This is an optimization exercise on Yosys and OpenROAD, whose aim is small area, not a production implementation. The RTL was checked by simulation tests, not by an equivalence proof against the original design. Power figures rest on the tool's default switching activity, not on a simulated workload.

**flow/flow/run.sh**
```bash
#!/bin/bash
set -euo pipefail
W=$PWD
export FLOW_WORK=$W
export FLOW_ABC_SCRIPTS="$W/flow/abc/a1.abc $W/flow/abc/a2.abc $W/flow/abc/a3.abc $W/flow/abc/a4.abc $W/flow/abc/a5.abc"
LIB=$FLOW_HOME/platforms/sky130hd/lib/sky130_fd_sc_hd__tt_025C_1v80.lib

# impl.v must do what design.v does: prove it before laying it out
cat > equiv.ys <<EOY
read_liberty -ignore_miss_func $LIB
read_verilog -sv $W/design.v
rename alu gold
read_verilog -sv $W/flow/impl.v
proc; flatten; opt_clean
rename alu gate
miter -equiv -flatten -make_assert gold gate miter
hierarchy -top miter
flatten; async2sync; opt -fast
sat -verify -prove-asserts -set-init-zero -seq 2 -show-inputs miter
EOY
yosys -l equiv.log -q -s equiv.ys > /dev/null

MK=(make -C "$FLOW_HOME" DESIGN_CONFIG="$W/config.mk" WORK_HOME="$W/orfs"
    CLKGATE_MAP_FILE= SYNTH_SCRIPT="$W/flow/synth.tcl"
    VERILOG_FILES="$W/flow/impl.v" ADDER_MAP_FILE=
    "BUFFER_PORTS_ARGS=-buffer_cell sky130_fd_sc_hd__buf_1"
    "CTS_ARGS=-sink_clustering_enable -repair_clock_nets -dont_use_dummy_load -buf_list sky130_fd_sc_hd__clkbuf_2 -root_buf sky130_fd_sc_hd__clkbuf_4")
if ! "${MK[@]}" synth > make_synth.log 2>&1; then
  # an ABC script can abort on some inputs: retry with the scripts that do not use &deepsyn
  rm -rf "$W/orfs/results" "$W/orfs/logs" "$W/orfs/reports" "$W/orfs/objects"
  export FLOW_ABC_SCRIPTS="$W/flow/abc/a2.abc $W/flow/abc/a3.abc"
  "${MK[@]}" synth > make_synth_retry.log 2>&1
fi
"${MK[@]}" finish > make_finish.log 2>&1
R=$W/orfs/results/sky130hd/alu/base
: # left out here: write the final layout as DEF
```
**flow/flow/abc/a5.abc**
```
strash
balance; rewrite; refactor; balance; rewrite; rewrite -z; balance; refactor -z; rewrite -z; balance
&get -n
&deepsyn -T 60
&put
balance; rewrite; refactor; balance; rewrite; rewrite -z; balance; refactor -z; rewrite -z; balance
dch -f
amap -F 4 -A 10
topo
mfs3 -ae -H 6 -R 4
mfs3 -ae -H 6 -R 4 -r
```
**flow/constraint.sdc**
```tcl
create_clock -name core_clock -period 7.0 [get_ports {i_clk}]
set_input_delay 1.4000 -clock core_clock [delete_from_list [all_inputs] [get_ports {i_clk}]]
set_output_delay 1.4000 -clock core_clock [all_outputs]
set_load 0.01 [all_outputs]
```
**flow/standard.sh**
```bash
#!/bin/bash
# synth_recipe.tcl (not shown) runs the flow's synth.tcl, then flattens the netlist and writes it again
# the make line also repeats each setting of config.mk as NAME=value (left out here)
make -C /OpenROAD-flow-scripts/flow DESIGN_CONFIG=/design/flow/config.mk WORK_HOME=/design/flow/orfs CLKGATE_MAP_FILE= SYNTH_SCRIPT=/design/flow/synth_recipe.tcl "${@:-finish}"
```
**flow/flow/abc/a4.abc**
```
strash
balance; rewrite; refactor; balance; rewrite; rewrite -z; balance; refactor -z; rewrite -z; balance
&get -n
&deepsyn -T 60
&put
balance; rewrite; refactor; balance; rewrite; rewrite -z; balance; refactor -z; rewrite -z; balance
dch -f
amap
```
**flow/config.mk**
```make
export PLATFORM = sky130hd
export DESIGN_NAME = alu
export DESIGN_NICKNAME = alu
export VERILOG_FILES = /design/flow/design.v
export SDC_FILE = /design/flow/constraint.sdc
export NUM_CORES = 8
export LEC_CHECK = 0
export CAP_MARGIN = 20
export CORE_MARGIN = 2
export CORE_UTILIZATION = 40
export GPL_TIMING_DRIVEN = 0
export PLACE_DENSITY = 0.75
export SLEW_MARGIN = 20
```
**flow/flow/abc/a2.abc**
```
strash
balance -l; resub -K 6 -l; rewrite -l; resub -K 6 -N 2 -l; refactor -l; resub -K 8 -l; balance -l; resub -K 8 -N 2 -l; rewrite -l; resub -K 10 -l; rewrite -z -l; resub -K 10 -N 2 -l; balance -l; resub -K 12 -l; refactor -z -l; resub -K 12 -N 2 -l; rewrite -z -l; balance -l
balance -l; resub -K 6 -l; rewrite -l; resub -K 6 -N 2 -l; refactor -l; resub -K 8 -l; balance -l; resub -K 8 -N 2 -l; rewrite -l; resub -K 10 -l; rewrite -z -l; resub -K 10 -N 2 -l; balance -l; resub -K 12 -l; refactor -z -l; resub -K 12 -N 2 -l; rewrite -z -l; balance -l
dch -f
amap
topo
mfs3 -ae -H 6 -R 4
mfs3 -ae -H 6 -R 4 -r
```
**flow/flow/abc/a3.abc**
```
strash
balance; rewrite; refactor; balance; rewrite; rewrite -z; balance; refactor -z; rewrite -z; balance
balance; rewrite; refactor; balance; rewrite; rewrite -z; balance; refactor -z; rewrite -z; balance
dch -f
amap
topo
mfs3 -ae -H 6 -R 4
mfs3 -ae -H 6 -R 4 -r
```
**flow/flow/abc/a1.abc**
```
strash
balance; rewrite; refactor; balance; rewrite; rewrite -z; balance; refactor -z; rewrite -z; balance
&get -n
&deepsyn -T 60
&put
balance; rewrite; refactor; balance; rewrite; rewrite -z; balance; refactor -z; rewrite -z; balance
dch -f
amap
topo
mfs3 -ae -H 6 -R 4
mfs3 -ae -H 6 -R 4 -r
```
**flow/design.v**
```verilog
module alu (
	input			i_clk,
	input			i_rst_n,
	input			i_valid,
	input	signed	[7:0]	i_data_a,
	input	signed	[7:0]	i_data_b,
	input		[2:0]	i_inst,
	output			o_valid,
	output		[7:0]	o_data
);
reg		o_valid_r;
reg	[7:0]	o_data_r;
reg	[7:0]	res;
assign o_valid = o_valid_r;
assign o_data  = o_data_r;
wire [7:0] a = i_data_a;
wire [7:0] b = i_data_b;
wire       sub = i_inst[0];
wire [7:0] bx  = b ^ {8{sub}};
wire [8:0] cy;
wire [7:0] s;
assign cy[0] = sub;
genvar gi;
generate for (gi = 0; gi < 8; gi = gi + 1) begin : g_add
	assign s[gi] = a[gi] ^ bx[gi] ^ cy[gi];
	assign cy[gi+1] = (a[gi] & bx[gi]) | (a[gi] & cy[gi]) | (bx[gi] & cy[gi]);
end endgenerate
wire       aovf = cy[8] ^ cy[7];
wire       s8   = s[7] ^ aovf;
	wire pp1 = ~(a[0] & b[0]);
	wire pp2 = ~(a[0] & b[1]);
	wire pp3 = ~(a[0] & b[2]);
	wire pp4 = ~(a[0] & b[3]);
	wire pp5 = ~(a[0] & b[4]);
	wire pp6 = ~(a[0] & b[5]);
	wire pp7 = ~(a[0] & b[6]);
	wire pp8 = a[0] & b[7];
	wire pp9 = ~(a[1] & b[0]);
	wire pp10 = ~(a[1] & b[1]);
	wire pp11 = ~(a[1] & b[2]);
	wire pp12 = ~(a[1] & b[3]);
	wire pp13 = ~(a[1] & b[4]);
	wire pp14 = ~(a[1] & b[5]);
	wire pp15 = ~(a[1] & b[6]);
	wire pp16 = a[1] & b[7];
	wire pp17 = ~(a[2] & b[0]);
	wire pp18 = ~(a[2] & b[1]);
	wire pp19 = ~(a[2] & b[2]);
	wire pp20 = ~(a[2] & b[3]);
	wire pp21 = ~(a[2] & b[4]);
	wire pp22 = ~(a[2] & b[5]);
	wire pp23 = ~(a[2] & b[6]);
	wire pp24 = a[2] & b[7];
	wire pp25 = ~(a[3] & b[0]);
	wire pp26 = ~(a[3] & b[1]);
	wire pp27 = ~(a[3] & b[2]);
	wire pp28 = ~(a[3] & b[3]);
	wire pp29 = ~(a[3] & b[4]);
	wire pp30 = ~(a[3] & b[5]);
	wire pp31 = ~(a[3] & b[6]);
	wire pp32 = a[3] & b[7];
	wire pp33 = ~(a[4] & b[0]);
	wire pp34 = ~(a[4] & b[1]);
	wire pp35 = ~(a[4] & b[2]);
	wire pp36 = ~(a[4] & b[3]);
	wire pp37 = ~(a[4] & b[4]);
	wire pp38 = ~(a[4] & b[5]);
	wire pp39 = ~(a[4] & b[6]);
	wire pp40 = a[4] & b[7];
	wire pp41 = ~(a[5] & b[0]);
	wire pp42 = ~(a[5] & b[1]);
	wire pp43 = ~(a[5] & b[2]);
	wire pp44 = ~(a[5] & b[3]);
	wire pp45 = ~(a[5] & b[4]);
	wire pp46 = ~(a[5] & b[5]);
	wire pp47 = ~(a[5] & b[6]);
	wire pp48 = a[5] & b[7];
	wire pp49 = ~(a[6] & b[0]);
	wire pp50 = ~(a[6] & b[1]);
	wire pp51 = ~(a[6] & b[2]);
	wire pp52 = ~(a[6] & b[3]);
	wire pp53 = ~(a[6] & b[4]);
	wire pp54 = ~(a[6] & b[5]);
	wire pp55 = ~(a[6] & b[6]);
	wire pp56 = a[6] & b[7];
	wire pp57 = a[7] & b[0];
	wire pp58 = a[7] & b[1];
	wire pp59 = a[7] & b[2];
	wire pp60 = a[7] & b[3];
	wire pp61 = a[7] & b[4];
	wire pp62 = a[7] & b[5];
	wire pp63 = a[7] & b[6];
	wire pp64 = ~(a[7] & b[7]);
	wire nx65 = a[7] ^ b[7];
	wire kc66 = nx65 & pp1;
	wire kc67 = pp2 & pp9;
	wire ks68 = pp2 ^ pp9;
	wire ac69 = kc66 | ks68;
	wire kc70 = pp10 & pp17;
	wire ks71 = pp10 ^ pp17;
	wire fs72 = pp3 ^ kc67 ^ ks71;
	wire fc73 = (pp3 & kc67) | (pp3 & ks71) | (kc67 & ks71);
	wire ac74 = ac69 | fs72;
	wire kc75 = pp11 & pp18;
	wire ks76 = pp11 ^ pp18;
	wire fs77 = pp25 ^ pp4 ^ kc70;
	wire fc78 = (pp25 & pp4) | (pp25 & kc70) | (pp4 & kc70);
	wire fs79 = ks76 ^ fs77 ^ fc73;
	wire fc80 = (ks76 & fs77) | (ks76 & fc73) | (fs77 & fc73);
	wire ac81 = ac74 | fs79;
	wire fs82 = pp12 ^ pp19 ^ pp26;
	wire fc83 = (pp12 & pp19) | (pp12 & pp26) | (pp19 & pp26);
	wire fs84 = pp33 ^ pp5 ^ kc75;
	wire fc85 = (pp33 & pp5) | (pp33 & kc75) | (pp5 & kc75);
	wire fs86 = fs82 ^ fc78 ^ fs84;
	wire fc87 = (fs82 & fc78) | (fs82 & fs84) | (fc78 & fs84);
	wire mc88 = (fc80 & fs86) | (fc80 & ac81) | (fs86 & ac81);
	wire fs89 = pp13 ^ pp20 ^ pp27;
	wire fc90 = (pp13 & pp20) | (pp13 & pp27) | (pp20 & pp27);
	wire fs91 = pp34 ^ pp41 ^ pp6;
	wire fc92 = (pp34 & pp41) | (pp34 & pp6) | (pp41 & pp6);
	wire fs93 = fc83 ^ fs89 ^ fs91;
	wire fc94 = (fc83 & fs89) | (fc83 & fs91) | (fs89 & fs91);
	wire fs95 = fc85 ^ fs93 ^ fc87;
	wire fc96 = (fc85 & fs93) | (fc85 & fc87) | (fs93 & fc87);
	wire fs97 = pp14 ^ pp21 ^ pp28;
	wire fc98 = (pp14 & pp21) | (pp14 & pp28) | (pp21 & pp28);
	wire fs99 = pp35 ^ pp42 ^ pp49;
	wire fc100 = (pp35 & pp42) | (pp35 & pp49) | (pp42 & pp49);
	wire fs101 = pp7 ^ fc90 ^ fc92;
	wire fc102 = (pp7 & fc90) | (pp7 & fc92) | (fc90 & fc92);
	wire fs103 = fs97 ^ fs99 ^ fc94;
	wire fc104 = (fs97 & fs99) | (fs97 & fc94) | (fs99 & fc94);
	wire fs105 = fs101 ^ fs103 ^ fc96;
	wire fc106 = (fs101 & fs103) | (fs101 & fc96) | (fs103 & fc96);
	wire fs107 = pp15 ^ pp22 ^ pp29;
	wire fc108 = (pp15 & pp22) | (pp15 & pp29) | (pp22 & pp29);
	wire fs109 = pp36 ^ pp43 ^ pp50;
	wire fc110 = (pp36 & pp43) | (pp36 & pp50) | (pp43 & pp50);
	wire fs111 = pp57 ^ pp8 ^ fc100;
	wire fc112 = (pp57 & pp8) | (pp57 & fc100) | (pp8 & fc100);
	wire fs113 = fc98 ^ fs107 ^ fs109;
	wire fc114 = (fc98 & fs107) | (fc98 & fs109) | (fs107 & fs109);
	wire fs115 = fc102 ^ fs111 ^ fs113;
	wire fc116 = (fc102 & fs111) | (fc102 & fs113) | (fs111 & fs113);
	wire fs117 = fc104 ^ fs115 ^ fc106;
	wire fc118 = (fc104 & fs115) | (fc104 & fc106) | (fs115 & fc106);
	wire kc119 = pp16 & pp23;
	wire ks120 = pp16 ^ pp23;
	wire fs121 = pp30 ^ pp37 ^ pp44;
	wire fc122 = (pp30 & pp37) | (pp30 & pp44) | (pp37 & pp44);
	wire fs123 = pp51 ^ pp58 ^ ks120;
	wire fc124 = (pp51 & pp58) | (pp51 & ks120) | (pp58 & ks120);
	wire fs125 = fc108 ^ fc110 ^ fs121;
	wire fc126 = (fc108 & fc110) | (fc108 & fs121) | (fc110 & fs121);
	wire fs127 = fs123 ^ fc112 ^ fc114;
	wire fc128 = (fs123 & fc112) | (fs123 & fc114) | (fc112 & fc114);
	wire fs129 = fs125 ^ fs127 ^ fc116;
	wire fc130 = (fs125 & fs127) | (fs125 & fc116) | (fs127 & fc116);
	wire fs131 = pp24 ^ pp31 ^ pp38;
	wire fc132 = (pp24 & pp31) | (pp24 & pp38) | (pp31 & pp38);
	wire fs133 = pp45 ^ pp52 ^ pp59;
	wire fc134 = (pp45 & pp52) | (pp45 & pp59) | (pp52 & pp59);
	wire fs135 = kc119 ^ fc122 ^ fs131;
	wire fc136 = (kc119 & fc122) | (kc119 & fs131) | (fc122 & fs131);
	wire fs137 = fs133 ^ fc124 ^ fc126;
	wire fc138 = (fs133 & fc124) | (fs133 & fc126) | (fc124 & fc126);
	wire fs139 = fs135 ^ fc128 ^ fs137;
	wire fc140 = (fs135 & fc128) | (fs135 & fs137) | (fc128 & fs137);
	wire fs141 = pp32 ^ pp39 ^ pp46;
	wire fc142 = (pp32 & pp39) | (pp32 & pp46) | (pp39 & pp46);
	wire fs143 = pp53 ^ pp60 ^ fc132;
	wire fc144 = (pp53 & pp60) | (pp53 & fc132) | (pp60 & fc132);
	wire fs145 = fc134 ^ fs141 ^ fs143;
	wire fc146 = (fc134 & fs141) | (fc134 & fs143) | (fs141 & fs143);
	wire fs147 = fc136 ^ fs145 ^ fc138;
	wire fc148 = (fc136 & fs145) | (fc136 & fc138) | (fs145 & fc138);
	wire fs149 = pp40 ^ pp47 ^ pp54;
	wire fc150 = (pp40 & pp47) | (pp40 & pp54) | (pp47 & pp54);
	wire fs151 = pp61 ^ fc142 ^ fs149;
	wire fc152 = (pp61 & fc142) | (pp61 & fs149) | (fc142 & fs149);
	wire fs153 = fc144 ^ fs151 ^ fc146;
	wire fc154 = (fc144 & fs151) | (fc144 & fc146) | (fs151 & fc146);
	wire fs155 = pp48 ^ pp55 ^ pp62;
	wire fc156 = (pp48 & pp55) | (pp48 & pp62) | (pp55 & pp62);
	wire fs157 = fc150 ^ fs155 ^ fc152;
	wire fc158 = (fc150 & fs155) | (fc150 & fc152) | (fs155 & fc152);
	wire fs159 = pp56 ^ pp63 ^ fc156;
	wire fc160 = (pp56 & pp63) | (pp56 & fc156) | (pp63 & fc156);
	wire cp161 = ~fs95 ^ ~mc88;
	wire cg162 = ~fs95 & ~mc88;
	wire cp163 = ~fs105 ^ 1'b0;
	wire cg164 = ~fs105 & 1'b0;
	wire cp165 = ~fs117 ^ 1'b0;
	wire cg166 = ~fs117 & 1'b0;
	wire cp167 = ~fs129 ^ ~fc118;
	wire cg168 = ~fs129 & ~fc118;
	wire cp169 = ~fc130 ^ ~fs139;
	wire cg170 = ~fc130 & ~fs139;
	wire cp171 = ~fc140 ^ ~fs147;
	wire cg172 = ~fc140 & ~fs147;
	wire cp173 = ~fs153 ^ ~fc148;
	wire cg174 = ~fs153 & ~fc148;
	wire cp175 = ~fs157 ^ ~fc154;
	wire cg176 = ~fs157 & ~fc154;
	wire cp177 = ~fs159 ^ ~fc158;
	wire cg178 = ~fs159 & ~fc158;
	wire cp179 = ~pp64 ^ ~fc160;
	wire cg180 = ~pp64 & ~fc160;
	wire cp181 = 1'b0 ^ 1'b0;
	wire cg182 = 1'b0 & 1'b0;
	wire ps183 = cp161 ^ 1'b0;
	wire pc184 = cg162 | (cp161 & 1'b0);
	wire ps185 = cp163 ^ pc184;
	wire pc186 = cg164 | (cp163 & pc184);
	wire ps187 = cp165 ^ pc186;
	wire pc188 = cg166 | (cp165 & pc186);
	wire ps189 = cp167 ^ pc188;
	wire pc190 = cg168 | (cp167 & pc188);
	wire ps191 = cp169 ^ pc190;
	wire pc192 = cg170 | (cp169 & pc190);
	wire ps193 = cp171 ^ pc192;
	wire pc194 = cg172 | (cp171 & pc192);
	wire ps195 = cp173 ^ pc194;
	wire pc196 = cg174 | (cp173 & pc194);
	wire ps197 = cp175 ^ pc196;
	wire pc198 = cg176 | (cp175 & pc196);
	wire ps199 = cp177 ^ pc198;
	wire pc200 = cg178 | (cp177 & pc198);
	wire ps201 = cp179 ^ pc200;
	wire pc202 = cg180 | (cp179 & pc200);
	wire ps203 = cp181 ^ pc202;
	wire pc204 = cg182 | (cp181 & pc202);
	wire p15205 = ~ps203;
	wire o1206 = (cp175 ^ 1'b0) | (cp177 ^ (cg176 | (cp175 & 1'b0))) | (cp179 ^ (cg178 | (cp177 & (cg176 | (cp175 & 1'b0)))));
	wire o2207 = (cp175 ^ 1'b0) & (cp177 ^ (cg176 | (cp175 & 1'b0))) & (cp179 ^ (cg178 | (cp177 & (cg176 | (cp175 & 1'b0)))));
	wire o1208 = (cp175 ^ 1'b1) | (cp177 ^ (cg176 | (cp175 & 1'b1))) | (cp179 ^ (cg178 | (cp177 & (cg176 | (cp175 & 1'b1)))));
	wire o2209 = (cp175 ^ 1'b1) & (cp177 ^ (cg176 | (cp175 & 1'b1))) & (cp179 ^ (cg178 | (cp177 & (cg176 | (cp175 & 1'b1)))));
	wire movf210 = pc196 ? (o1208 & ~o2209) : (o1206 & ~o2207);
wire [15:5] pr = {p15205, ps201, ps199, ps197, ps195, ps193, ps191, ps189, ps187, ps185, ps183};
wire       msgn = a[7] ^ b[7];
wire       movf = movf210;
wire       sg_hi  = ~a[7] & a[6];
wire       sg_mid = ~(a[7] ^ a[6]);
wire [7:0] sig_res = {2'b00, sg_hi, sg_mid & ~a[6], a[5:2] & {4{sg_mid}}};
wire [15:0] rr = {a, a} >> b[2:0];
wire [7:0] ror_res = rr[7:0];
wire       is_as  = (i_inst[2:1] == 2'b00);
wire       is_mul = (i_inst == 3'd2);
wire       sat    = (is_as & aovf) | (is_mul & movf);
wire       sgn    = is_mul ? msgn : s8;
wire       ok_as  = is_as & ~aovf;
wire       ok_mul = is_mul & ~movf;
wire       e_nand = (i_inst == 3'd3);
wire       e_xnor = (i_inst == 3'd4);
wire       e_sig  = (i_inst == 3'd5);
wire       e_rlo  = (i_inst == 3'd6) & ~b[2];
wire       e_rhi  = (i_inst == 3'd6) & b[2];
wire       e_mina = (i_inst == 3'd7) & s8;
wire       e_minb = (i_inst == 3'd7) & ~s8;
wire [15:0] r2 = {a, a} >> b[1:0];
wire [7:0] rq = r2[7:0];
wire [7:0] rqh = {rq[3:0], rq[7:4]};
wire [7:0] satv = {sgn, {7{~sgn}}};
always @(*)
	res = ({8{sat}} & satv) | ({8{ok_as}} & s) | ({8{ok_mul}} & pr[12:5])
	    | ({8{e_nand}} & ~(a & b)) | ({8{e_xnor}} & ~(a ^ b)) | ({8{e_sig}} & sig_res)
	    | ({8{e_rlo}} & rq) | ({8{e_rhi}} & rqh) | ({8{e_mina}} & a) | ({8{e_minb}} & b);
always @(posedge i_clk or negedge i_rst_n) begin
	if (!i_rst_n)
		o_valid_r <= 1'b0;
	else
		o_valid_r <= i_valid;
end
always @(posedge i_clk)
	o_data_r <= res;
endmodule
```
**flow/flow/synth.tcl**
```tcl
proc abc {args} {
  set i [lsearch -exact $args -script]
  if {$i < 0 || [string match "*-fast*" $args]} {
    yosys abc {*}$args
    return
  }
  set j [lsearch -exact $args -D]
  if {$j >= 0} { set args [lreplace $args $j [expr {$j + 1}]] }
  set lib [lindex $::env(LIB_FILES) 0]
  yosys design -save flow_pre_abc
  set best ""
  foreach script $::env(FLOW_ABC_SCRIPTS) {
    yosys design -load flow_pre_abc
    lset args [expr {$i + 1}] $script
    puts "abc (flow wrapper): $script"
    if {[catch {yosys abc {*}$args} err]} {
      puts "abc (flow wrapper): $script failed: $err"
      continue
    }
    set st [tee -q -s result.string stat -liberty $lib]
    if {![regexp {Chip area for module [^:]*: ([0-9.]+)} $st -> area]} { error "no area after abc" }
    puts "abc (flow wrapper): $script gives cell area $area"
    if {$best eq "" || $area < $best} {
      set best $area
      yosys design -save flow_best_abc
    }
  }
  if {$best eq ""} { error "every ABC script failed" }
  yosys design -load flow_best_abc
  puts "abc (flow wrapper): kept cell area $best"
}
source $::env(FLOW_WORK)/synth_recipe.tcl
```
**flow/flow/impl.v**
```verilog
// generated by gen/gen.py (impl ops=aoi2 pol=1 top3=1)
module alu (
	input			i_clk,
	input			i_rst_n,
	input			i_valid,
	input	signed	[7:0]	i_data_a,
	input	signed	[7:0]	i_data_b,
	input		[2:0]	i_inst,
	output			o_valid,
	output		[7:0]	o_data
);
reg		o_valid_r;
reg	[7:0]	o_data_r;
reg	[7:0]	res;

assign o_valid = o_valid_r;
assign o_data  = o_data_r;

wire [7:0] a = i_data_a;
wire [7:0] b = i_data_b;

// add / sub / compare share one ripple adder; s8 is the true sign
wire       sub = i_inst[0];
wire [7:0] bx  = b ^ {8{sub}};
wire [8:0] cy;
wire [7:0] s;
assign cy[0] = sub;
genvar gi;
generate for (gi = 0; gi < 8; gi = gi + 1) begin : g_add
	assign s[gi] = a[gi] ^ bx[gi] ^ cy[gi];
	assign cy[gi+1] = (a[gi] & bx[gi]) | (a[gi] & cy[gi]) | (bx[gi] & cy[gi]);
end endgenerate
wire       aovf = cy[8] ^ cy[7];
wire       s8   = s[7] ^ aovf;
// multiply: pr = (a*b + 15 + (a*b >= 0)) >> 5, saturated
	wire pp1 = ~(a[0] & b[0]);
	wire pp2 = ~(a[0] & b[1]);
	wire pp3 = ~(a[0] & b[2]);
	wire pp4 = ~(a[0] & b[3]);
	wire pp5 = ~(a[0] & b[4]);
	wire pp6 = ~(a[0] & b[5]);
	wire pp7 = ~(a[0] & b[6]);
	wire pp8 = a[0] & b[7];
	wire pp9 = ~(a[1] & b[0]);
	wire pp10 = ~(a[1] & b[1]);
	wire pp11 = ~(a[1] & b[2]);
	wire pp12 = ~(a[1] & b[3]);
	wire pp13 = ~(a[1] & b[4]);
	wire pp14 = ~(a[1] & b[5]);
	wire pp15 = ~(a[1] & b[6]);
	wire pp16 = a[1] & b[7];
	wire pp17 = ~(a[2] & b[0]);
	wire pp18 = ~(a[2] & b[1]);
	wire pp19 = ~(a[2] & b[2]);
	wire pp20 = ~(a[2] & b[3]);
	wire pp21 = ~(a[2] & b[4]);
	wire pp22 = ~(a[2] & b[5]);
	wire pp23 = ~(a[2] & b[6]);
	wire pp24 = a[2] & b[7];
	wire pp25 = ~(a[3] & b[0]);
	wire pp26 = ~(a[3] & b[1]);
	wire pp27 = ~(a[3] & b[2]);
	wire pp28 = ~(a[3] & b[3]);
	wire pp29 = ~(a[3] & b[4]);
	wire pp30 = ~(a[3] & b[5]);
	wire pp31 = ~(a[3] & b[6]);
	wire pp32 = a[3] & b[7];
	wire pp33 = ~(a[4] & b[0]);
	wire pp34 = ~(a[4] & b[1]);
	wire pp35 = ~(a[4] & b[2]);
	wire pp36 = ~(a[4] & b[3]);
	wire pp37 = ~(a[4] & b[4]);
	wire pp38 = ~(a[4] & b[5]);
	wire pp39 = ~(a[4] & b[6]);
	wire pp40 = a[4] & b[7];
	wire pp41 = ~(a[5] & b[0]);
	wire pp42 = ~(a[5] & b[1]);
	wire pp43 = ~(a[5] & b[2]);
	wire pp44 = ~(a[5] & b[3]);
	wire pp45 = ~(a[5] & b[4]);
	wire pp46 = ~(a[5] & b[5]);
	wire pp47 = ~(a[5] & b[6]);
	wire pp48 = a[5] & b[7];
	wire pp49 = ~(a[6] & b[0]);
	wire pp50 = ~(a[6] & b[1]);
	wire pp51 = ~(a[6] & b[2]);
	wire pp52 = ~(a[6] & b[3]);
	wire pp53 = ~(a[6] & b[4]);
	wire pp54 = ~(a[6] & b[5]);
	wire pp55 = ~(a[6] & b[6]);
	wire pp56 = a[6] & b[7];
	wire pp57 = a[7] & b[0];
	wire pp58 = a[7] & b[1];
	wire pp59 = a[7] & b[2];
	wire pp60 = a[7] & b[3];
	wire pp61 = a[7] & b[4];
	wire pp62 = a[7] & b[5];
	wire pp63 = a[7] & b[6];
	wire pp64 = ~(a[7] & b[7]);
	wire nx65 = a[7] ^ b[7];
	wire kc66 = nx65 & pp1;
	wire kc67 = pp2 & pp9;
	wire ks68 = pp2 ^ pp9;
	wire ac69 = kc66 | ks68;
	wire kc70 = pp10 & pp17;
	wire ks71 = pp10 ^ pp17;
	wire fs72, fc73;
	sky130_fd_sc_hd__fa_1 u_fs72 (.A(pp3), .B(kc67), .CIN(ks71), .SUM(fs72), .COUT(fc73));
	wire ac74 = ac69 | fs72;
	wire kc75 = pp11 & pp18;
	wire ks76 = pp11 ^ pp18;
	wire fs77, fc78;
	sky130_fd_sc_hd__fa_1 u_fs77 (.A(pp25), .B(pp4), .CIN(kc70), .SUM(fs77), .COUT(fc78));
	wire fs79, fc80;
	sky130_fd_sc_hd__fa_1 u_fs79 (.A(ks76), .B(fs77), .CIN(fc73), .SUM(fs79), .COUT(fc80));
	wire ac81 = ac74 | fs79;
	wire fs82, fc83;
	sky130_fd_sc_hd__fa_1 u_fs82 (.A(pp12), .B(pp19), .CIN(pp26), .SUM(fs82), .COUT(fc83));
	wire fs84, fc85;
	sky130_fd_sc_hd__fa_1 u_fs84 (.A(pp33), .B(pp5), .CIN(kc75), .SUM(fs84), .COUT(fc85));
	wire fs86, fc87;
	sky130_fd_sc_hd__fa_1 u_fs86 (.A(fs82), .B(fc78), .CIN(fs84), .SUM(fs86), .COUT(fc87));
	wire mc88 = (fc80 & fs86) | (fc80 & ac81) | (fs86 & ac81);
	wire fs89, fc90;
	sky130_fd_sc_hd__fa_1 u_fs89 (.A(pp13), .B(pp20), .CIN(pp27), .SUM(fs89), .COUT(fc90));
	wire fs91, fc92;
	sky130_fd_sc_hd__fa_1 u_fs91 (.A(pp34), .B(pp41), .CIN(pp6), .SUM(fs91), .COUT(fc92));
	wire fs93, fc94;
	sky130_fd_sc_hd__fa_1 u_fs93 (.A(fc83), .B(fs89), .CIN(fs91), .SUM(fs93), .COUT(fc94));
	wire fs95, fc96;
	sky130_fd_sc_hd__fa_1 u_fs95 (.A(fc85), .B(fs93), .CIN(fc87), .SUM(fs95), .COUT(fc96));
	wire fs97, fc98;
	sky130_fd_sc_hd__fa_1 u_fs97 (.A(pp14), .B(pp21), .CIN(pp28), .SUM(fs97), .COUT(fc98));
	wire fs99, fc100;
	sky130_fd_sc_hd__fa_1 u_fs99 (.A(pp35), .B(pp42), .CIN(pp49), .SUM(fs99), .COUT(fc100));
	wire fs101, fc102;
	sky130_fd_sc_hd__fa_1 u_fs101 (.A(pp7), .B(fc90), .CIN(fc92), .SUM(fs101), .COUT(fc102));
	wire fs103, fc104;
	sky130_fd_sc_hd__fa_1 u_fs103 (.A(fs97), .B(fs99), .CIN(fc94), .SUM(fs103), .COUT(fc104));
	wire fs105, fc106;
	sky130_fd_sc_hd__fa_1 u_fs105 (.A(fs101), .B(fs103), .CIN(fc96), .SUM(fs105), .COUT(fc106));
	wire fs107, fc108;
	sky130_fd_sc_hd__fa_1 u_fs107 (.A(pp15), .B(pp22), .CIN(pp29), .SUM(fs107), .COUT(fc108));
	wire fs109, fc110;
	sky130_fd_sc_hd__fa_1 u_fs109 (.A(pp36), .B(pp43), .CIN(pp50), .SUM(fs109), .COUT(fc110));
	wire fs111, fc112;
	sky130_fd_sc_hd__fa_1 u_fs111 (.A(pp57), .B(pp8), .CIN(fc100), .SUM(fs111), .COUT(fc112));
	wire fs113, fc114;
	sky130_fd_sc_hd__fa_1 u_fs113 (.A(fc98), .B(fs107), .CIN(fs109), .SUM(fs113), .COUT(fc114));
	wire fs115, fc116;
	sky130_fd_sc_hd__fa_1 u_fs115 (.A(fc102), .B(fs111), .CIN(fs113), .SUM(fs115), .COUT(fc116));
	wire fs117, fc118;
	sky130_fd_sc_hd__fa_1 u_fs117 (.A(fc104), .B(fs115), .CIN(fc106), .SUM(fs117), .COUT(fc118));
	wire kc119 = pp16 & pp23;
	wire ks120 = pp16 ^ pp23;
	wire fs121, fc122;
	sky130_fd_sc_hd__fa_1 u_fs121 (.A(pp30), .B(pp37), .CIN(pp44), .SUM(fs121), .COUT(fc122));
	wire fs123, fc124;
	sky130_fd_sc_hd__fa_1 u_fs123 (.A(pp51), .B(pp58), .CIN(ks120), .SUM(fs123), .COUT(fc124));
	wire fs125, fc126;
	sky130_fd_sc_hd__fa_1 u_fs125 (.A(fc108), .B(fc110), .CIN(fs121), .SUM(fs125), .COUT(fc126));
	wire fs127, fc128;
	sky130_fd_sc_hd__fa_1 u_fs127 (.A(fs123), .B(fc112), .CIN(fc114), .SUM(fs127), .COUT(fc128));
	wire fs129, fc130;
	sky130_fd_sc_hd__fa_1 u_fs129 (.A(fs125), .B(fs127), .CIN(fc116), .SUM(fs129), .COUT(fc130));
	wire fs131, fc132;
	sky130_fd_sc_hd__fa_1 u_fs131 (.A(pp24), .B(pp31), .CIN(pp38), .SUM(fs131), .COUT(fc132));
	wire fs133, fc134;
	sky130_fd_sc_hd__fa_1 u_fs133 (.A(pp45), .B(pp52), .CIN(pp59), .SUM(fs133), .COUT(fc134));
	wire fs135, fc136;
	sky130_fd_sc_hd__fa_1 u_fs135 (.A(kc119), .B(fc122), .CIN(fs131), .SUM(fs135), .COUT(fc136));
	wire fs137, fc138;
	sky130_fd_sc_hd__fa_1 u_fs137 (.A(fs133), .B(fc124), .CIN(fc126), .SUM(fs137), .COUT(fc138));
	wire fs139, fc140;
	sky130_fd_sc_hd__fa_1 u_fs139 (.A(fs135), .B(fc128), .CIN(fs137), .SUM(fs139), .COUT(fc140));
	wire fs141, fc142;
	sky130_fd_sc_hd__fa_1 u_fs141 (.A(pp32), .B(pp39), .CIN(pp46), .SUM(fs141), .COUT(fc142));
	wire fs143, fc144;
	sky130_fd_sc_hd__fa_1 u_fs143 (.A(pp53), .B(pp60), .CIN(fc132), .SUM(fs143), .COUT(fc144));
	wire fs145, fc146;
	sky130_fd_sc_hd__fa_1 u_fs145 (.A(fc134), .B(fs141), .CIN(fs143), .SUM(fs145), .COUT(fc146));
	wire fs147, fc148;
	sky130_fd_sc_hd__fa_1 u_fs147 (.A(fc136), .B(fs145), .CIN(fc138), .SUM(fs147), .COUT(fc148));
	wire fs149, fc150;
	sky130_fd_sc_hd__fa_1 u_fs149 (.A(pp40), .B(pp47), .CIN(pp54), .SUM(fs149), .COUT(fc150));
	wire fs151, fc152;
	sky130_fd_sc_hd__fa_1 u_fs151 (.A(pp61), .B(fc142), .CIN(fs149), .SUM(fs151), .COUT(fc152));
	wire fs153, fc154;
	sky130_fd_sc_hd__fa_1 u_fs153 (.A(fc144), .B(fs151), .CIN(fc146), .SUM(fs153), .COUT(fc154));
	wire fs155, fc156;
	sky130_fd_sc_hd__fa_1 u_fs155 (.A(pp48), .B(pp55), .CIN(pp62), .SUM(fs155), .COUT(fc156));
	wire fs157, fc158;
	sky130_fd_sc_hd__fa_1 u_fs157 (.A(fc150), .B(fs155), .CIN(fc152), .SUM(fs157), .COUT(fc158));
	wire fs159, fc160;
	sky130_fd_sc_hd__fa_1 u_fs159 (.A(pp56), .B(pp63), .CIN(fc156), .SUM(fs159), .COUT(fc160));
	wire cp161 = ~fs95 ^ ~mc88;
	wire cg162 = ~fs95 & ~mc88;
	wire cp163 = ~fs105 ^ 1'b0;
	wire cg164 = ~fs105 & 1'b0;
	wire cp165 = ~fs117 ^ 1'b0;
	wire cg166 = ~fs117 & 1'b0;
	wire cp167 = ~fs129 ^ ~fc118;
	wire cg168 = ~fs129 & ~fc118;
	wire cp169 = ~fc130 ^ ~fs139;
	wire cg170 = ~fc130 & ~fs139;
	wire cp171 = ~fc140 ^ ~fs147;
	wire cg172 = ~fc140 & ~fs147;
	wire cp173 = ~fs153 ^ ~fc148;
	wire cg174 = ~fs153 & ~fc148;
	wire cp175 = ~fs157 ^ ~fc154;
	wire cg176 = ~fs157 & ~fc154;
	wire cp177 = ~fs159 ^ ~fc158;
	wire cg178 = ~fs159 & ~fc158;
	wire cp179 = ~pp64 ^ ~fc160;
	wire cg180 = ~pp64 & ~fc160;
	wire cp181 = 1'b0 ^ 1'b0;
	wire cg182 = 1'b0 & 1'b0;
	wire ps183 = cp161 ^ 1'b0;
	wire pc184 = cg162 | (cp161 & 1'b0);
	wire ps185 = cp163 ^ pc184;
	wire pc186 = cg164 | (cp163 & pc184);
	wire ps187 = cp165 ^ pc186;
	wire pc188 = cg166 | (cp165 & pc186);
	wire ps189 = cp167 ^ pc188;
	wire pc190 = cg168 | (cp167 & pc188);
	wire ps191 = cp169 ^ pc190;
	wire pc192 = cg170 | (cp169 & pc190);
	wire ps193 = cp171 ^ pc192;
	wire pc194 = cg172 | (cp171 & pc192);
	wire ps195 = cp173 ^ pc194;
	wire pc196 = cg174 | (cp173 & pc194);
	wire ps197 = cp175 ^ pc196;
	wire pc198 = cg176 | (cp175 & pc196);
	wire ps199 = cp177 ^ pc198;
	wire pc200 = cg178 | (cp177 & pc198);
	wire ps201 = cp179 ^ pc200;
	wire pc202 = cg180 | (cp179 & pc200);
	wire ps203 = cp181 ^ pc202;
	wire pc204 = cg182 | (cp181 & pc202);
	wire p15205 = ~ps203;
	wire o1206 = (cp175 ^ 1'b0) | (cp177 ^ (cg176 | (cp175 & 1'b0))) | (cp179 ^ (cg178 | (cp177 & (cg176 | (cp175 & 1'b0)))));
	wire o2207 = (cp175 ^ 1'b0) & (cp177 ^ (cg176 | (cp175 & 1'b0))) & (cp179 ^ (cg178 | (cp177 & (cg176 | (cp175 & 1'b0)))));
	wire o1208 = (cp175 ^ 1'b1) | (cp177 ^ (cg176 | (cp175 & 1'b1))) | (cp179 ^ (cg178 | (cp177 & (cg176 | (cp175 & 1'b1)))));
	wire o2209 = (cp175 ^ 1'b1) & (cp177 ^ (cg176 | (cp175 & 1'b1))) & (cp179 ^ (cg178 | (cp177 & (cg176 | (cp175 & 1'b1)))));
	wire movf210 = pc196 ? (o1208 & ~o2209) : (o1206 & ~o2207);
wire [15:5] pr = {p15205, ps201, ps199, ps197, ps195, ps193, ps191, ps189, ps187, ps185, ps183};
wire       msgn = a[7] ^ b[7];
wire       movf = movf210;

// sigmoid
wire       sg_hi  = ~a[7] & a[6];
wire       sg_mid = ~(a[7] ^ a[6]);
wire [7:0] sig_res = {2'b00, sg_hi, sg_mid & ~a[6], a[5:2] & {4{sg_mid}}};

wire [15:0] rr = {a, a} >> b[2:0];
wire [7:0] ror_res = rr[7:0];

// one AND-OR plane: each result bit is an OR of gated terms
wire       is_as  = (i_inst[2:1] == 2'b00);
wire       is_mul = (i_inst == 3'd2);
wire       sat    = (is_as & aovf) | (is_mul & movf);
wire       sgn    = is_mul ? msgn : s8;
wire       ok_as  = is_as & ~aovf;
wire       ok_mul = is_mul & ~movf;
wire       e_nand = (i_inst == 3'd3);
wire       e_xnor = (i_inst == 3'd4);
wire       e_sig  = (i_inst == 3'd5);
wire       e_rlo  = (i_inst == 3'd6) & ~b[2];
wire       e_rhi  = (i_inst == 3'd6) & b[2];
wire       e_mina = (i_inst == 3'd7) & s8;
wire       e_minb = (i_inst == 3'd7) & ~s8;
wire [15:0] r2 = {a, a} >> b[1:0];
wire [7:0] rq = r2[7:0];
wire [7:0] rqh = {rq[3:0], rq[7:4]};
wire [7:0] satv = {sgn, {7{~sgn}}};
always @(*)
	res = ({8{sat}} & satv) | ({8{ok_as}} & s) | ({8{ok_mul}} & pr[12:5])
	    | ({8{e_nand}} & ~(a & b)) | ({8{e_xnor}} & ~(a ^ b)) | ({8{e_sig}} & sig_res)
	    | ({8{e_rlo}} & rq) | ({8{e_rhi}} & rqh) | ({8{e_mina}} & a) | ({8{e_minb}} & b);
always @(posedge i_clk or negedge i_rst_n) begin
	if (!i_rst_n)
		o_valid_r <= 1'b0;
	else
		o_valid_r <= i_valid;
end

always @(posedge i_clk)
	o_data_r <= res;

endmodule
```
==> run summary, run 1 <==
- Area Overhead vs Synth: 13.2%
- # DRC: 0
- Initial Util: 0.421
- Row cnt: 27
- Final Instance Count excl. Fillers: 429
- Maxcap violations: 0
- Synth Register Bits: 9
- Final setup fails: 0
- Post-DP HPWL: 6110 µm
- Drt via density: 6.52
- First-pass GRT wire length: 12800 µm
- Total Routing Usage GR: 0.253
- Delay-heaviest family, CP: adder cells
- CP max stage delay: 0.54 ns
- Die area: 6530 µm²
- Synth unique cells: 31
- Fin crit share: 0.978
- Initial antenna violation count: 0
- Wirelength, routed: between 7000 and 8000 µm
- Port Buffer Count: 30
- Vias in the first global route: 2567
- GR Overflow Total: 0
- Synth Cell Area: 2360 µm²
- Clock transition at path regs: around 0.060 ns
- Slew @ Worst Pin: 0.906 ns
- # diodes: 0
- RSZ-0062 raised after global routing: true
- F_max: 146 MHz
- Crit Path Class: input port to flop
- Crit end category: flop
- Root buffer cell: clkbuf_4
- Worst path cell trace: buf_2, clkinvlp_4, nor2_2, nor2_1, fa_1, fa_1, fa_1, fa_1, fa_1, nor2_4, a21o_1, nand2_1, o21ai_0, nand2_1, o21ai_0, nand2_1, o21ai_0, nor2_1, nor3_2, a31oi_2, a32oi_2, nor2b_2, or4_1
- Worst relative slew slack: 0.391
- Max FO, Critical Path: 9
- Crit path buf inv count: 2
- Multi-input gate area: about 2100 µm²
- Slew Limit Fails: 0
- Pwr dens: 203 nW/µm²
- Largest net degree at the start of global routing: 16
- WL per Instance: 18.3 µm
- Global placer's final weighted congestion: 1.05
- Number of DRC markers in iteration 0: 392
- Ys Warns: 1
- Die outline height: 80.8 µm
- Max stage delay cell, worst path: fa_1
- Core ar.: 5610 µm²
- Hold Buf Count CTS: 0
- Pre-Repair DR Iteration Count: 5
- Minimum clock period: 6.85 ns
- Top post-synthesis cells by area: fa_1 (35%), o22ai_1 (9.0%), nand2_1 (8.9%), nor2_1 (7.5%), dfxtp_1 (6.8%)
- CTS H-tree lvls: 1
- Max clock buf depth: 2
- Num CTS Buffers: 3
- Post-route core utilization: 0.477
- Setup crit start kind: input port
- Commonest cells after routing, fill and taps aside: nand2_1 (56), nor2_1 (45), fa_1 (41)
- CTS tree: yes
- Post-DRT Antenna Nets: 0
- Outcome: timing/DRC/antenna clean
- Dpl cells: between 400 and 500
- Pleak: 0.896 nW
- Hold violation count in the final report: 0
- Post-synthesis sequential area ratio: 0.0784
- Via count: around 2800
- Clk sinks: 9
- Fraction of layout cells with a size suffix above 1: 0.0672
- Die width: 80.8 µm
- Number of fill cells: 580
- # IOs: 31
- Most common cell after layout, fill and taps aside: nand2_1
- Data required time at the worst endpoint: 7.13 ns
- FF+latch area: 185 µm²
- Yosys top cell area share: 0.348
- Avg Inst Size Synth: around 7.4 µm²
- Top cell by count, worst path: fa_1
- Syn_nets: 384
- Critical Path AT: around 7.0 ns
- Post-synth top area cell: fa_1
- Total Nets Final: 422
- Post-Synthesis Cells: 321
- Peak supply drop: 111 µV
- Worst hold path type: input port to async pin
per-layer routing:
metal | wire length [µm] | up-vias | track usage
met3 | 814 | 40 | 0.0344
met5 | 0 | - | 0
met4 | 412 | 0 | 0.0949
met2 | 3580 | 221 | 0.399
li1 | - | 1246 | -
met1 | 3050 | 1290 | 0.352
flip-flops by register name, summed over array words and instances (netlist names):
| signal | flops |
|---|---|
| o_data_r | 8 |
| o_valid_r | 1 |
synthesized netlist by cell type:
| library cell | instances |
|---|---|
| a311oi_1 | 1 |
| a31oi_1 | 1 |
| and2_0 | 1 |
| nor4_1 | 1 |
| o22ai_1 | 34 |
| or4_1 | 3 |
| a21o_1 | 1 |
| nor2b_1 | 2 |
| a211o_1 | 1 |
| nand2_1 | 56 |
| nor3_1 | 8 |
| o221ai_1 | 5 |
| nand3_1 | 1 |
| and3_1 | 1 |
| clkinv_1 | 32 |
| nor2_1 | 47 |
| o221a_1 | 1 |
| a21oi_1 | 17 |
| a221oi_1 | 2 |
| dfxtp_1 | 8 |
| a211oi_1 | 3 |
| o21a_1 | 1 |
| a22oi_1 | 7 |
| fa_1 | 41 |
| a2111oi_0 | 4 |
| dfrtp_1 | 1 |
| o21ai_0 | 30 |
| o31ai_1 | 5 |
| nand4_1 | 4 |
| a32oi_1 | 1 |
| o32ai_1 | 1 |
stage by stage:
| step | setup WS, ns | TNS (ns) | total power [mW] | area (µm²) | hold WS (ns) |
|---|---|---|---|---|---|
| 2_1_floorplan | 0.909 | 0 | 0.349 | 2360 | 1.10 |
| 3_3_place_gp | -0.844 | -5.58 | 0.461 | 2560 | 1.16 |
| 3_5_place_dp | -1.04 | -7.39 | 0.475 | 2560 | 1.16 |
| 4_1_cts | 0.0122 | 0 | 0.519 | 2610 | 0.888 |
| 5_1_grt | -0.0469 | -0.181 | 0.602 | 2670 | 0.866 |
| 6_report | 0.152 | 0 | 0.542 | 2670 | 0.889 |
worst paths after layout:
check / to / slack (ns) / start / depth (start not counted)
worst max-delay path: o_data_r[3] / 0.15 / i_data_a[1] / 23
worst min-delay path: o_valid_r / 0.89 / i_rst_n / 1
max in group asynchronous: o_valid_r / 6.02 / i_rst_n / 1
min in group core_clock: o_valid_r / 1.24 / i_valid / 1
what timing repair did:
item,in CTS,in global routing
resized for setup,10,11
setup buffers,0,3
endpoints found under the setup margin,8,7
endpoints found under the hold margin,0,0
power breakdown:
group          internal (mW)  switching (mW)
Clock                 0.0197          0.0164
Combinational          0.157           0.282
Sequential            0.0645         0.00278
Total                  0.241           0.301
cell families after synthesis:
logic type | after synthesis | synth area share
adder cells (fa/ha/maj) | 41 | 0.348
flip-flops | 9 | 0.0784
buffers and inverters | 32 | 0.0509
AND/OR/NAND/NOR | 124 | 0.216
AO/OA/AOI/OAI | 115 | 0.307
area by class of cell:
type                    count  share of cell area
multi-input cells         280               0.787
repair buffers             33              0.0529
clock buffers               3             0.00842
inverters                  32              0.0491
flip-flops and latches      9              0.0693
well taps                  72              0.0337
==> run 2, diff against run 1 <==
--- a/flow/config.mk
+++ b/flow/config.mk
@@ -9,5 +9,5 @@
 export CORE_MARGIN = 2
 export CORE_UTILIZATION = 40
 export GPL_TIMING_DRIVEN = 0
-export PLACE_DENSITY = 0.75
+export PLACE_DENSITY = 0.9
 export SLEW_MARGIN = 20
==> run 2 against run 1 <==
Via count down 0.75%. Global-route usage up 0.87 points. Largest cell class unchanged. Setup slack gained 0.18 ns. Sequential share of layout area is essentially flat. Power down 2.1%. Synthesized cell count stayed put. Wire length increased by 3.8%.
==> run summary, run 2 <==
- Outcome: timing/DRC/antenna clean
- Top cell by count, worst path: fa_1
- Avg Inst Size Synth: 7.36 µm²
- Main synth FF type: dfxtp_1
- Number of synthesized flops with an enable pin: 0
- Largest net degree at the start of global routing: 16
- Drt via density: 6.47
- Global placer's final weighted congestion: 0.990
- # diodes: 0
- Final setup fails: 0
- Post-DRT Antenna Nets: 0
- Vias in the first global route: between 2000 and 3000
- Initial Util: 0.421
- Worst path cell trace: buf_2, clkinvlp_4, nor2_2, nor2_1, fa_1, fa_1, fa_1, fa_1, fa_1, nor2_2, a21o_1, nand2_1, o21ai_0, nand2_1, o21ai_0, nand2_1, o21ai_0, nor2_1, nor3_2, a31oi_4, a32oi_2, nor2b_2, or4_1
- Number of DRC markers in iteration 0: 380
- Pre-Repair DR Iteration Count: 6
- Total Nets Final: about 420
- Worst relative slew slack: 0.361
- Die width: ~80 µm
- CP max stage delay: 0.49 ns
- Post-DP HPWL: roughly 6300 µm
- # IOs: 31
- Synth unique cells: 31
- Core ar.: 5610 µm²
- Post-synth top cells: nand2_1 (56), nor2_1 (47), fa_1 (41), o22ai_1 (34), clkinv_1 (32)
- Max reg flops: 8
- Most flop-heavy register: o_data_r
- Fraction of layout cells with a size suffix above 1: 0.0560
- Minimum clock period: roughly 6.7 ns
- Ys Warns: 1
- Num CTS Buffers: 3
- Hold violation count in the final report: 0
- Fin Setup TNS: 0 ns
- Crit end category: flop
- Post-Synthesis Cells: 321
- Commonest cells after routing, fill and taps aside: nand2_1 (56), nor2_1 (45), fa_1 (41)
- Hold slack final: a little under 0.9 ns
- Most common cell after layout, fill and taps aside: nand2_1
- Max FO, Critical Path: 9
- Crit Path Class: input port to flop
- Crit path buf inv count: 2
- Peak supply drop: 146 µV
- # DRC: 0
- Synth Cell Area: about 2400 µm²
- Die outline height: 80.8 µm
- Initial antenna violation count: 0
- Post-synth top area cell: fa_1
- Critical Path AT: 6.83 ns
- CTS tree: yes
- Top post-synthesis cells by area: fa_1 (35%), o22ai_1 (9.0%), nand2_1 (8.9%), nor2_1 (7.5%), dfxtp_1 (6.8%)
- Total Routing Usage GR: 0.261
- Die area: 6530 µm²
- GR Overflow Total: 0
- Yosys top cell area share: 0.348
- Slew @ Worst Pin: ~0.95 ns
- FFs w/ async S/R, synth: 0.111
- Slew Limit Fails: 0
- Wirelength, routed: around 8200 µm
- Root buffer cell: clkbuf_4
- Max stage delay cell, worst path: fa_1
- Setup crit start kind: input port
- Maxcap violations: 0
- Clk sinks: 9
- Pleak: approximately 0.89 nW
- Hold Buf Count CTS: 0
- Area Overhead vs Synth: 12.6%
- Fin crit share: 0.953
- Max clock buf depth: 2
- Data required time at the worst endpoint: 7.15 ns
- Biggest regs: o_data_r: 8 flops, o_valid_r: 1 flops
- First-pass GRT wire length: 13000 µm
- Delay-heaviest family, CP: adder cells
- Clock transition at path regs: 0.07 ns
- Syn_nets: 384
- Pwr dens: 200 nW/µm²
- Row cnt: 27
- Port Buffer Count: 30
- Synth Register Bits: 9
- Worst hold path type: input port to async pin
- Post-synthesis sequential area ratio: 0.0784
- F_max: between 100 and 150 MHz
- Most common cell in the netlist: nand2_1
- Via count: 2776
- WL per Instance: about 19 µm
- CTS H-tree lvls: 1
[run 2: path summary, 6_finish.rpt]
| path | startpoint | to | slack, ns | cells past startpoint |
|---|---|---|---|---|
| max | i_data_a[1] | o_data_r[3] | 0.33 | 23 |
| min | i_rst_n | o_valid_r | 0.88 | 1 |
| max in group asynchronous | i_rst_n | o_valid_r | 6.03 | 1 |
| min in group core_clock | i_valid | o_valid_r | 1.23 | 1 |
[run 2: cells by family after synthesis]
group	count (synthesis)	share of synthesized area
buffers and inverters	32	0.0509
adders and majority gates	41	0.348
DFF	9	0.0784
and+or+nand+nor	124	0.216
AOI/OAI and AO/OA	115	0.307
[run 2: metrics by stage]
step           std cells  area [µm²]  total power [mW]  utilization  worst slack [ns]
6_report             429        2660             0.531        0.474             0.329
5_1_grt              429        2660             0.586        0.474          -0.00199
4_1_cts              426        2600             0.508        0.463          0.000673
3_5_place_dp         423        2560             0.463        0.457             -1.02
3_3_place_gp         423        2560             0.447        0.457            -0.892
2_1_floorplan        321        2360             0.349            -             0.909
[run 2: routing by layer]
layer	wire length, µm	vias to the layer above	global-route usage
li1	-	1247	-
met1	3230	1319	0.340
met2	3790	180	0.428
met3	866	30	0.0556
met4	266	0	0.0966
met5	0	-	0
[run 2: report_power, final]
part           switching [mW]  total, mW  leakage, nW  internal, mW
logic                   0.268      0.421        0.798         0.153
clock network          0.0213     0.0412       0.0138        0.0199
registers             0.00383     0.0684       0.0790        0.0645
total                   0.293      0.531        0.891         0.237
[run 2: area by class of cell]
cell class | instances | area (µm²)
Fill cell | 604 | 2950
Timing Repair Buffer | 33 | 140
Tap cell | 72 | 90.1
Inverter | 32 | 130
Sequential cell | 9 | 185
Multi-Input combinational cell | 280 | 2090
Clock buffer | 3 | 22.5
[run 2: timing repair]
item	in CTS	in global routing
buffers inserted	0	3
resized for setup	6	10
setup endpoints to repair	8	7
pin swaps	0	0
==> run 3, diff against run 2 <==
--- a/flow/config.mk
+++ b/flow/config.mk
@@ -7,7 +7,6 @@
 export LEC_CHECK = 0
 export CAP_MARGIN = 20
 export CORE_MARGIN = 2
-export CORE_UTILIZATION = 40
+export CORE_UTILIZATION = 30
 export GPL_TIMING_DRIVEN = 0
-export PLACE_DENSITY = 0.9
 export SLEW_MARGIN = 20
==> run 3 against run 2 <==
Highest routed layer unchanged. Power is 3.9% lower. Wire length grew 0.23%. Design area up 3.4%. Critical path type unchanged. Largest cell class unchanged. Combinational power shrank 4%. Maximum frequency increased by 0.56%. Setup slack better by 0.037 ns. Still clean on timing, DRC and antenna.
==> run summary, run 3 <==
- Most common cell in the netlist: nand2_1
- Initial antenna violation count: 0
- # diodes: 0
- Met3 GRT Util: 0.0244
- Global placer's final weighted congestion: 0.932
- Post-DRT Antenna Nets: 0
- Post-synthesis sequential area ratio: 0.0784
- Post-synth top area cell: fa_1
- Simple-gate share of the synthesized area: 0.216
- Number of fill cells: 851
- Syn_nets: around 380
- Yosys top cell area share: 0.348
- # DRC: 0
- Core ar.: 7690 µm²
- Total Nets Final: around 430
- Initial Util: 0.307
- Routing usage on met2: 0.310
- Die outline height: 92.7 µm
- Post-DP HPWL: between 6000 and 7000 µm
- Pwr dens: 185 nW/µm²
- Max clock buf depth: 2
- F_max: 151 MHz
- Vias in the first global route: between 2000 and 3000
- GR Overflow Total: 0
- Avg Inst Size Synth: 7.36 µm²
- # IOs: 31
- Max FO, Critical Path: 9
- Top post-synthesis cells by area: fa_1 (35%), o22ai_1 (9.0%), nand2_1 (8.9%), nor2_1 (7.5%), dfxtp_1 (6.8%)
- Area Overhead vs Synth: 16.4%
- Clk sinks: 9
- Compound-Gate Fraction of Synth Area: 0.307
- Slew @ Worst Pin: 0.945 ns
- Slew Limit Fails: 0
- P_sw: 274 µW
- Fraction of layout cells with a size suffix above 1: 0.0854
- Root buffer cell: clkbuf_4
- First-pass GRT wire length: roughly 13000 µm
- Num CTS Buffers: 3
- Synth Register Bits: 9
- Post-route core utilization: 0.358
- Met1 usage: 0.292
- Fin crit share: 0.948
- Commonest cells after routing, fill and taps aside: nand2_1 (56), nor2_1 (45), fa_1 (41)
- Power, Total: 510 µW
- RSZ-0062 raised after global routing: false
- GRT busiest layer: met2
- Max reg flops: 8
- Main synth FF type: dfxtp_1
- Synth Cell Area: 2360 µm²
- Synthesized-area fraction occupied by adder cells: 0.348
- Ys Warns: 1
- Final setup fails: 0
- Critical Path AT: 6.78 ns
- Number of DRC markers in iteration 0: 340
- Mux cell area share after synthesis: 0
- Wirelength, routed: 8180 µm
- CTS H-tree lvls: 1
- Largest net degree at the start of global routing: 16
- CTS tree: yes
- Die width: 92.7 µm
- Die area: between 8000 and 9000 µm²
- Pre-Repair DR Iteration Count: 5
- Row cnt: 32
- WL per Instance: 17.6 µm
- Share of power burned in registers: 0.132
- Logic pwr share: 0.798
- Most common cell after layout, fill and taps aside: nand2_1
- Sw frac: 0.539
- Crit end category: flop
- Post-Synthesis Cells: 321
- Most flop-heavy register: o_data_r
- Worst hold path type: input port to async pin
- Port Buffer Count: 30
- Biggest regs: o_data_r: 8 flops, o_valid_r: 1 flops
- Clk network pwr share: 0.071
- Number of synthesized flops with an enable pin: 0
- Synth unique cells: 31
- DP Area: roughly 2600 µm²
- Minimum clock period: 6.63 ns
- Post-synth top cells: nand2_1 (56), nor2_1 (47), fa_1 (41), o22ai_1 (34), clkinv_1 (32)
- XOR/XNOR share of the synthesized area: 0
- Worst relative slew slack: 0.365
- Largest family of logic cells by synthesized area: adder cells
- Peak supply drop: between 80 and 90 µV
- Hold violation count in the final report: 0
- Outcome: timing/DRC/antenna clean
- Final Cell Area: 2750 µm²
- Pleak: 0.929 nW
- Fin Setup TNS: 0 ns
- FFs w/ async S/R, synth: 0.111
- Crit Path Class: input port to flop
- Clock transition at path regs: around 0.06 ns
- Setup crit start kind: input port
- Drt via density: 5.80
- Pint: between 200 and 250 µW
- Total Routing Usage GR: 0.197
- Via count: 2695
- Maxcap violations: 0
- Data required time at the worst endpoint: 7.15 ns
==> run 3: critical path, cell delays in order <==
cell	delay (ns)
buf_1	0.37
nand2_1	0.20
fa_1	0.57
fa_1	0.44
fa_1	0.42
fa_1	0.38
fa_1	0.40
nor2_1	0.15
a21oi_1	0.08
a21o_1	0.19
nand2_1	0.07
o21ai_0	0.12
nand2_1	0.09
o21ai_0	0.09
nand2_1	0.08
o21ai_0	0.15
nor2_1	0.23
nor3_2	0.09
a31oi_2	0.53
a32oi_2	0.13
nor2b_2	0.42
nor4_1	0.09
o31ai_1	0.10
==> run 3: how the worst max path moves through the flow <==
stage / start / end / cells past startpoint
3_5_place_dp: i_data_b[1] / o_data_r[0] / 25
4_1_cts: i_data_b[1] / o_data_r[3] / 23
3_3_place_gp: i_data_b[1] / o_data_r[0] / 25
6_report: i_data_a[5] / o_data_r[4] / 23
2_1_floorplan: i_data_b[1] / o_data_r[2] / 22
5_1_grt: i_data_a[1] / o_data_r[4] / 25
==> run 3: metal layers <==
layer,vias to the layer above,wire length (µm)
met4,0,176
met2,144,3660
met3,18,561
met1,1271,3780
li1,1262,-
met5,-,0
==> run 3: area by class of cell <==
cell class	instances	area, µm²	area share
clock buffers	3	22.5	0.00819
well taps	102	128	0.0464
inverters	32	134	0.0487
repair buffers	39	191	0.0696
flip-flops and latches	9	185	0.0674
multi-input cells	280	2090	0.760
==> run 3: power groups by stage <==
| stage | clock (mW) | combinational [mW] | sequential, mW |
|---|---|---|---|
| final | 0.0360 | 0.406 | 0.0671 |
| after global routing | 0.0412 | 0.469 | 0.0685 |
| after CTS | 0.0379 | 0.396 | 0.0673 |
| after detailed placement | 0 | 0.389 | 0.0684 |
| after global placement | 0 | 0.385 | 0.0682 |
| after floorplan | 0 | 0.273 | 0.0759 |
==> run 3: per-stage QoR <==
stage	worst slack [ns]	hold WS, ns	instances
2_1_floorplan	0.909	1.10	321
3_3_place_gp	-1.11	1.16	453
3_5_place_dp	-1.09	1.17	453
4_1_cts	0.0547	0.886	456
5_1_grt	0.0359	0.886	465
6_report	0.366	0.894	465
==> run 3: cell families after synthesis <==
group / after synthesis
flip-flops: 9
buffers and inverters: 32
adder cells (fa/ha/maj): 41
AO/OA/AOI/OAI: 115
AND/OR/NAND/NOR: 124
==> run 3: what timing repair did <==
item                                    4_1_cts  5_1_grt
endpoints found under the setup margin        8        7
buffers inserted                              0        9
cloned                                        0        0
pin swaps                                     0        1
resized for setup                             7       15
hold buffers                                  0        0
==> run 4, diff against run 3 <==
--- a/flow/config.mk
+++ b/flow/config.mk
@@ -7,6 +7,6 @@
 export LEC_CHECK = 0
 export CAP_MARGIN = 20
 export CORE_MARGIN = 2
-export CORE_UTILIZATION = 30
+export CORE_UTILIZATION = 55
 export GPL_TIMING_DRIVEN = 0
 export SLEW_MARGIN = 20
==> run 4 against run 3 <==
Critical endpoint is now o_data_r[0]. Clock power rose by about 10%. Synthesized cell count did not move. Non-clock buffer count fell by 9. Global-route usage rose by 14 points. Setup slack got worse by 0.039 ns. Still clean. Die area fell by 44%.
==> run summary, run 4 <==
- Row cnt: 23
- Top cell by count, worst path: fa_1
- Worst path cell trace: buf_1, nand2_1, fa_1, fa_1, fa_1, fa_1, fa_1, nor2_1, a21oi_1, a21o_1, nand2_1, o21ai_0, nand2_1, o21ai_0, nand2_1, o21ai_0, nor2_1, nor3_2, a31oi_2, a32oi_1, nor2b_1, a2111oi_0, o31ai_1
- Crit path buf inv count: 1
- # diodes: 0
- Fin Setup TNS: 0 ns
- # DRC: 0
- Die area: 4830 µm²
- Crit end category: flop
- Main synth FF type: dfxtp_1
- Setup crit start kind: input port
- Critical Path AT: 6.85 ns
- Max reg flops: 8
- Outcome: timing/DRC/antenna clean
- Peak supply drop: 153 µV
- Avg Inst Size Synth: 7.36 µm²
- Number of synthesized flops with an enable pin: 0
- First-pass GRT wire length: between 10000 and 15000 µm
- Via count: between 2000 and 3000
- Ys Warns: 1
- Worst relative slew slack: 0.415
- Core ar.: 4060 µm²
- Biggest regs: o_data_r: 8 flops, o_valid_r: 1 flops
- WL per Instance: just under 20 µm
- Maxcap violations: 0
- Slew Limit Fails: 0
- Post-CTS Setup Inserts: 0
- Max clock buf depth: 2
- Total Routing Usage GR: 0.341
- Post-DP HPWL: 6120 µm
- Synth unique cells: 31
- Fraction of layout cells with a size suffix above 1: 0.0537
- F_max: 150 MHz
- RSZ-0062 raised after global routing: false
- Most flop-heavy register: o_data_r
- Port Buffer Count: 30
- Num CTS Buffers: 3
- Vias in the first global route: 2649
- Wirelength, routed: 7890 µm
- Synth Cell Area: 2360 µm²
- Delay-heaviest family, CP: adder cells
- Hold slack final: 0.889 ns
- Yosys top cell area share: 0.348
- Final Instance Count excl. Fillers: 404
- Clk sinks: 9
- CTS H-tree lvls: 1
- Most common cell after layout, fill and taps aside: nand2_1
- Die width: 69.5 µm
- Slew @ Worst Pin: 0.871 ns
- GR Overflow Total: 0
- Pre-Repair DR Iteration Count: 5
- Global placer's final weighted congestion: around 1
- Pwr dens: 197 nW/µm²
- Pleak: roughly 0.89 nW
- Root buffer cell: clkbuf_4
- Top post-synthesis cells by area: fa_1 (35%), o22ai_1 (9.0%), nand2_1 (8.9%), nor2_1 (7.5%), dfxtp_1 (6.8%)
- Syn_nets: 384
- Post-synthesis sequential area ratio: 0.0784
- # IOs: 31
- CP max stage delay: about 0.58 ns
- Number of DRC markers in iteration 0: 436
- Post-Synthesis Cells: 321
- Post-synth top area cell: fa_1
- Post-synth top cells: nand2_1 (56), nor2_1 (47), fa_1 (41), o22ai_1 (34), clkinv_1 (32)
- Final setup fails: 0
- Max stage delay cell, worst path: fa_1
- Hold violation count in the final report: 0
- Commonest cells after routing, fill and taps aside: nand2_1 (56), nor2_1 (45), fa_1 (41)
- Worst hold path type: input port to async pin
- Synth Register Bits: 9
- Drt via density: 6.75
- Clock transition at path regs: about 0.060 ns
- Total Nets Final: roughly 420
- Post-DRT Antenna Nets: 0
- Initial Util: 0.582
- Max FO, Critical Path: 9
- Area Overhead vs Synth: 10.1%
- Dpl cells: approximately 400
- Fin crit share: 0.953
- Number of fill cells: 379
- Crit Path Class: input port to flop
- Most common cell in the netlist: nand2_1
- Die outline height: 69.5 µm
- Largest net degree at the start of global routing: 16
- FFs w/ async S/R, synth: 0.111
- CTS tree: yes
- Minimum clock period: 6.67 ns
- Initial antenna violation count: 0
- Data required time at the worst endpoint: 7.17 ns
run 4: per-layer routing:
layer | vias to the layer above | share of wire | global-route usage
met5 | - | 0 | 0
met4 | 0 | 0.036 | 0.113
met3 | 34 | 0.11 | 0.0727
met2 | 185 | 0.47 | 0.554
met1 | 1257 | 0.38 | 0.455
li1 | 1253 | - | -
run 4: timing repair:
| action | CTS | global route |
|---|---|---|
| hold buffers | 0 | 0 |
| setup endpoints to repair | 8 | 7 |
| gates resized for setup | 8 | 10 |
run 4: path summary, 6_finish.rpt:
check / to / start / cells after the start / slack [ns]
hold / removal: o_valid_r / i_rst_n / 1 / 0.89
setup / recovery: o_data_r[0] / i_data_a[5] / 23 / 0.33
max in group asynchronous: o_valid_r / i_rst_n / 1 / 6.01
min in group core_clock: o_valid_r / i_valid / 1 / 1.24
run 4: kinds of logic after synthesis:
logic type,share of synthesized area
flops,0.0784
fa+ha+maj,0.348
buf+inv,0.0509
compound gates,0.307
simple gates,0.216
run 4: final cells by class:
class	count	area [µm²]	share of cell area
Clock buffer	3	22.5	0.00867
Inverter	32	130	0.0501
Multi-Input combinational cell	280	2080	0.799
Sequential cell	9	185	0.0713
Timing Repair Buffer	30	121	0.0467
Tap cell	50	62.6	0.0241
run 4: power breakdown:
part / internal [mW] / switching, mW / total (mW)
Combinational: 0.149 / 0.256 / 0.405
Sequential: 0.0644 / 0.00280 / 0.0672
Clock: 0.0199 / 0.0198 / 0.0397
Total: 0.234 / 0.278 / 0.512
run 4: stage by stage:
step | utilization | total power, mW | worst slack, ns | cell area, µm²
3_3_place_gp | 0.625 | 0.445 | -0.852 | 2540
4_1_cts | 0.635 | 0.503 | 0.00431 | 2570
6_report | 0.640 | 0.512 | 0.327 | 2600
3_5_place_dp | 0.625 | 0.458 | -0.886 | 2540
5_1_grt | 0.640 | 0.563 | 0.00930 | 2600
2_1_floorplan | - | 0.349 | 0.909 | 2360

[what the ideal ports hide]
In the flow no input, the clock included, has a driving cell. The finished layouts below were timed again as built, in two steps. Step 1 sets driving cells, clkbuf_16 on the clock port and buf_2 on the other inputs (assumed; they add their load-dependent delay and slew). Step 2 also shifts input and output timing later by t, the mid clock arrival at the registers, as if the neighbouring blocks saw the same clock. Slacks: ideal / step 1 / step 2; pairs: ideal / step 1.
run	shift t [ns]	setup slack, ns	slew at the worst register clock pin (ns)
run 1	0.275	0.152 / 0.147 / -0.128	0.06 / 0.06
run 2	0.297	0.329 / 0.328 / 0.031	0.07 / 0.07
run 3	0.269	0.366 / 0.355 / 0.086	0.06 / 0.06
run 4	0.283	0.327 / 0.322 / 0.038	0.07 / 0.07
Met with ideal ports but missed after step 2: setup timing in run 1. For run 2, which loses most, drivers alone change the setup slack by -0.001 ns; drivers and shift together by -0.298 ns.
